This is an optimization exercise on Yosys and OpenROAD, whose aim is small area and a short achievable clock period, not a production implementation. RTL that was checked went through simulation tests only; none was proved equivalent to the original.

==> job 1037 <==
==> flow/design.v (excerpt) <==
module lowp5(signal_in, signal_out, time_constant, clock_in, reset, enable);
clock: 15.0 ns
lec_check: 0
cap_margin: 20
core_margin: 2
core_utilization: 70
cts_buf_list: sky130_fd_sc_hd__clkbuf_4 sky130_fd_sc_hd__clkbuf_8
slew_margin: 20
synth_hierarchical: 1
standard.sh (not shown) runs the stock make flow with config.mk's settings and CLKGATE_MAP_FILE= SYNTH_SCRIPT=/design/flow/synth_recipe.tcl, a recipe that flattens the netlist after the stock synthesis.
==> flow/flow/run.sh <==
#!/bin/bash
set -euo pipefail
MARGIN=$(cat flow/margin.txt 2>/dev/null || echo 5)
bash standard.sh \
  "BUFFER_PORTS_ARGS=-buffer_cell sky130_fd_sc_hd__buf_2" \
  "SETUP_SLACK_MARGIN=$MARGIN" \
  finish > flow_make.log 2>&1
==> flow/flow/margin.txt <==
7
==> job 1865: changes against job 1037 <==
--- a/flow/design.v
+++ b/flow/design.v
@@ -888,17 +888,17 @@
 wire [56:0] m_pa, m_pb, m_p, m_g;
 assign m_pa = {~y1[27], t436c, t435c, t434c, t433c, t432c, t431c, t430c, t429c, t428c, t427c, t425c, t423c, t420c, t416c, t412c, t407c, t402c, t396c, t390c, t383c, t375c, t366c, t356c, t345c, t332c, t318c, t303c, t288c, t274c, t260c, t246c, t232c, t218c, t204c, t190c, t176c, t162c, t148c, t134c, t121c, t120s, t96c, t85c, t74c, t64c, t54c, t44c, t35c, t27c, t26s, t19s, t12s, x[0], x[1], x[0], y2n[1]};
 assign m_pb = {t437c, t437s, t436s, t435s, t434s, t433s, t432s, t431s, t430s, t429s, t428s, t427s, t425s, t423s, t420s, t416s, t412s, t407s, t402s, t396s, t390s, t383s, t375s, t366s, t356s, t345s, t332s, t318s, t303s, t288s, t274s, t260s, t246s, t232s, t218s, t204s, t190s, t176s, t162s, t148s, t134s, t121s, t108s, t96s, t85s, t74s, t64s, t54s, t44s, t35s, t27s, t20s, t13s, t7s, t3s, t1s, y2n[0]};
 bq_m_x um_x (.a(m_pa), .b(m_pb), .y(m_p));
 bq_m_a um_a (.a(m_pa), .b(m_pb), .y(m_g));
 wire [27:0] m_c;
 bq_m_c um_c (.i({1'b1, m_p[56], m_p[55], m_p[54], m_p[53], m_p[52], m_p[51], m_p[50], m_p[49], m_p[48], m_p[47], m_p[46], m_p[45], m_p[44], m_p[43], m_p[42], m_p[41], m_p[40], m_p[39], m_p[38], m_p[37], m_p[36], m_p[35], m_p[34], m_p[33], m_p[32], m_p[31], m_p[30], m_p[29], m_p[28], m_p[27], m_p[26], m_p[25], m_p[24], m_p[23], m_p[22], m_p[21], m_p[20], m_p[19], m_p[18], m_p[17], m_p[16], m_p[15], m_p[14], m_p[13], m_p[12], m_p[11], m_p[10], m_p[9], m_p[8], m_p[7], m_p[6], m_p[5], m_p[4], m_p[3], m_p[2], m_p[1], m_p[0], ~y2n[0], m_g[56], m_g[55], m_g[54], m_g[53], m_g[52], m_g[51], m_g[50], m_g[49], m_g[48], m_g[47], m_g[46], m_g[45], m_g[44], m_g[43], m_g[42], m_g[41], m_g[40], m_g[39], m_g[38], m_g[37], m_g[36], m_g[35], m_g[34], m_g[33], m_g[32], m_g[31], m_g[30], m_g[29], m_g[28], m_g[27], m_g[26], m_g[25], m_g[24], m_g[23], m_g[22], m_g[21], m_g[20], m_g[19], m_g[18], m_g[17], m_g[16], m_g[15], m_g[14], m_g[13], m_g[12], m_g[11], m_g[10], m_g[9], m_g[8], m_g[7], m_g[6], m_g[5], m_g[4], m_g[3], m_g[2], m_g[1], m_g[0]}), .c(m_c));
 wire [27:0] m_s;
-bq_m_s um_s (.a({1'b1, m_p[54], m_p[53], m_p[52], m_p[51], m_p[50], m_p[49], m_p[48], m_p[47], m_p[46], m_p[45], m_p[44], m_p[43], m_p[42], m_p[41], m_p[40], m_p[39], m_p[38], m_p[37], m_p[36], m_p[35], m_p[34], m_p[33], m_p[32], m_p[31], m_p[30], m_p[29], m_p[28]}), .b({m_c[27], m_c[26], m_c[25], m_c[24], m_c[23], m_c[22], m_c[21], m_c[20], m_c[19], m_c[18], m_c[17], m_c[16], m_c[15], m_c[14], m_c[13], m_c[12], m_c[11], m_c[10], m_c[9], m_c[8], m_c[7], m_c[6], m_c[5], m_c[4], m_c[3], m_c[2], m_c[1], m_c[0]}), .v({x[27], x[26], x[25], x[24], x[23], x[22], x[21], x[20], x[19], x[18], x[17], x[16], x[15], x[14], x[13], x[12], x[11], x[10], x[9], x[8], x[7], x[6], x[5], x[4], x[3], x[2], x[1], x[0]}), .r(reset), .y(m_s));
+bq_m_s um_s (.a({1'b1, m_p[54], m_p[53], m_p[52], m_p[51], m_p[50], m_p[49], m_p[48], m_p[47], m_p[46], m_p[45], m_p[44], m_p[43], m_p[42], m_p[41], m_p[40], m_p[39], m_p[38], m_p[37], m_p[36], m_p[35], m_p[34], m_p[33], m_p[32], m_p[31], m_p[30], m_p[29], m_p[28]}), .b({m_c[27], m_c[26], m_c[25], m_c[24], m_c[23], m_c[22], m_c[21], m_c[20], m_c[19], m_c[18], m_c[17], m_c[16], m_c[15], m_c[14], m_c[13], m_c[12], m_c[11], m_c[10], m_c[9], m_c[8], m_c[7], m_c[6], m_c[5], m_c[4], m_c[3], m_c[2], m_c[1], m_c[0]}), .v({signal_in[27], signal_in[26], signal_in[25], signal_in[24], signal_in[23], signal_in[22], signal_in[21], signal_in[20], signal_in[19], signal_in[18], signal_in[17], signal_in[16], signal_in[15], signal_in[14], signal_in[13], signal_in[12], signal_in[11], signal_in[10], signal_in[9], signal_in[8], signal_in[7], signal_in[6], signal_in[5], signal_in[4], signal_in[3], signal_in[2], signal_in[1], signal_in[0]}), .r(reset), .y(m_s));
 wire [28:0] e_pa, e_pb, e_p, e_g;
 assign e_pa = {y1[27], y1[27], y1[26], y1[25], y1[24], y1[23], y1[22], y1[21], y1[20], y1[19], y1[18], y1[17], y1[16], y1[15], y1[14], y1[13], y1[12], y1[11], y1[10], y1[9], y1[8], y1[7], y1[6], y1[5], y1[4], y1[3], y1[2], y1[1], y1[0]};
 assign e_pb = {y2n[27], y2n[27], y2n[26], y2n[25], y2n[24], y2n[23], y2n[22], y2n[21], y2n[20], y2n[19], y2n[18], y2n[17], y2n[16], y2n[15], y2n[14], y2n[13], y2n[12], y2n[11], y2n[10], y2n[9], y2n[8], y2n[7], y2n[6], y2n[5], y2n[4], y2n[3], y2n[2], y2n[1], y2n[0]};
 bq_e_x ue_x (.a(e_pa), .b(e_pb), .y(e_p));
 bq_e_a ue_a (.a(e_pa), .b(e_pb), .y(e_g));
 wire [26:0] e_c;
 bq_e_c ue_c (.i({e_p[28], e_p[27], e_p[26], e_p[25], e_p[24], e_p[23], e_p[22], e_p[21], e_p[20], e_p[19], e_p[18], e_p[17], e_p[16], e_p[15], e_p[14], e_p[13], e_p[12], e_p[11], e_p[10], e_p[9], e_p[8], e_p[7], e_p[6], e_p[5], e_p[4], e_p[3], e_p[2], e_p[1], e_p[0], e_g[28], e_g[27], e_g[26], e_g[25], e_g[24], e_g[23], e_g[22], e_g[21], e_g[20], e_g[19], e_g[18], e_g[17], e_g[16], e_g[15], e_g[14], e_g[13], e_g[12], e_g[11], e_g[10], e_g[9], e_g[8], e_g[7], e_g[6], e_g[5], e_g[4], e_g[3], e_g[2], e_g[1], e_g[0]}), .c(e_c));
 wire [27:0] e_s;
- CORE_UTILIZATION: 70 -> 60
==> results.json <==
{
  "status": "stopped before the end",
  "lastStage": "1_1_yosys_canonicalize",
  "firstError": "ERROR: Assert `arg->is_signed == sig.as_wire()->is_signed' failed in frontends/ast/genrtlil.cc:2140.",
  "yosys_warnings": 0
}
# the run above: job 1865

==> results.json <==
{
  "status": "finished clean",
  "sh_seq_area": 0.176,
  "max-slew-margin-rel": 0.254,
  "die-area_um2": 27200,
  "start_kind": "flip-flop",
  "yosys_warnings": 7,
  "final.fill_count": 1623,
  "finalNetCount": 1936,
  "worstSetupPathType": "flip-flop to flip-flop",
  "initialDrtViolationCount": 698,
  "detail_route.wl_per_cell_um": 24.3,
  "nWellTaps": 330
}
# the run above: job 1037

No functional check of the RTL was part of job 1865.

[what the ideal ports hide]
In the flow no input, the clock included, has a driving cell. The finished layout below was timed again as built, in two steps. Step 1 (the two cells are an assumption about what drives the block):
set clk [get_ports {clock_in}]
set_driving_cell -lib_cell sky130_fd_sc_hd__clkbuf_16 $clk
set_driving_cell -lib_cell sky130_fd_sc_hd__buf_2 [delete_from_list [all_inputs] $clk]
Step 2 also shifts input and output timing later by t, the mid clock arrival at the registers, as if the neighbouring blocks saw the same clock. a / b / c = no drivers / after step 1 / after step 2; a / b = the first two.
run: job 1037
t (ns): 0.507
setup slack, ns: 7.132 / 7.132 / 7.111
hold WS [ns]: 0.553 / 0.553 / 0.553
worst data-port slew with drivers (ns): 0.03
After both steps setup and hold are still met in job 1037. The setup slack of job 1037 moves by 0.000 ns with the drivers and by -0.021 ns with both steps.
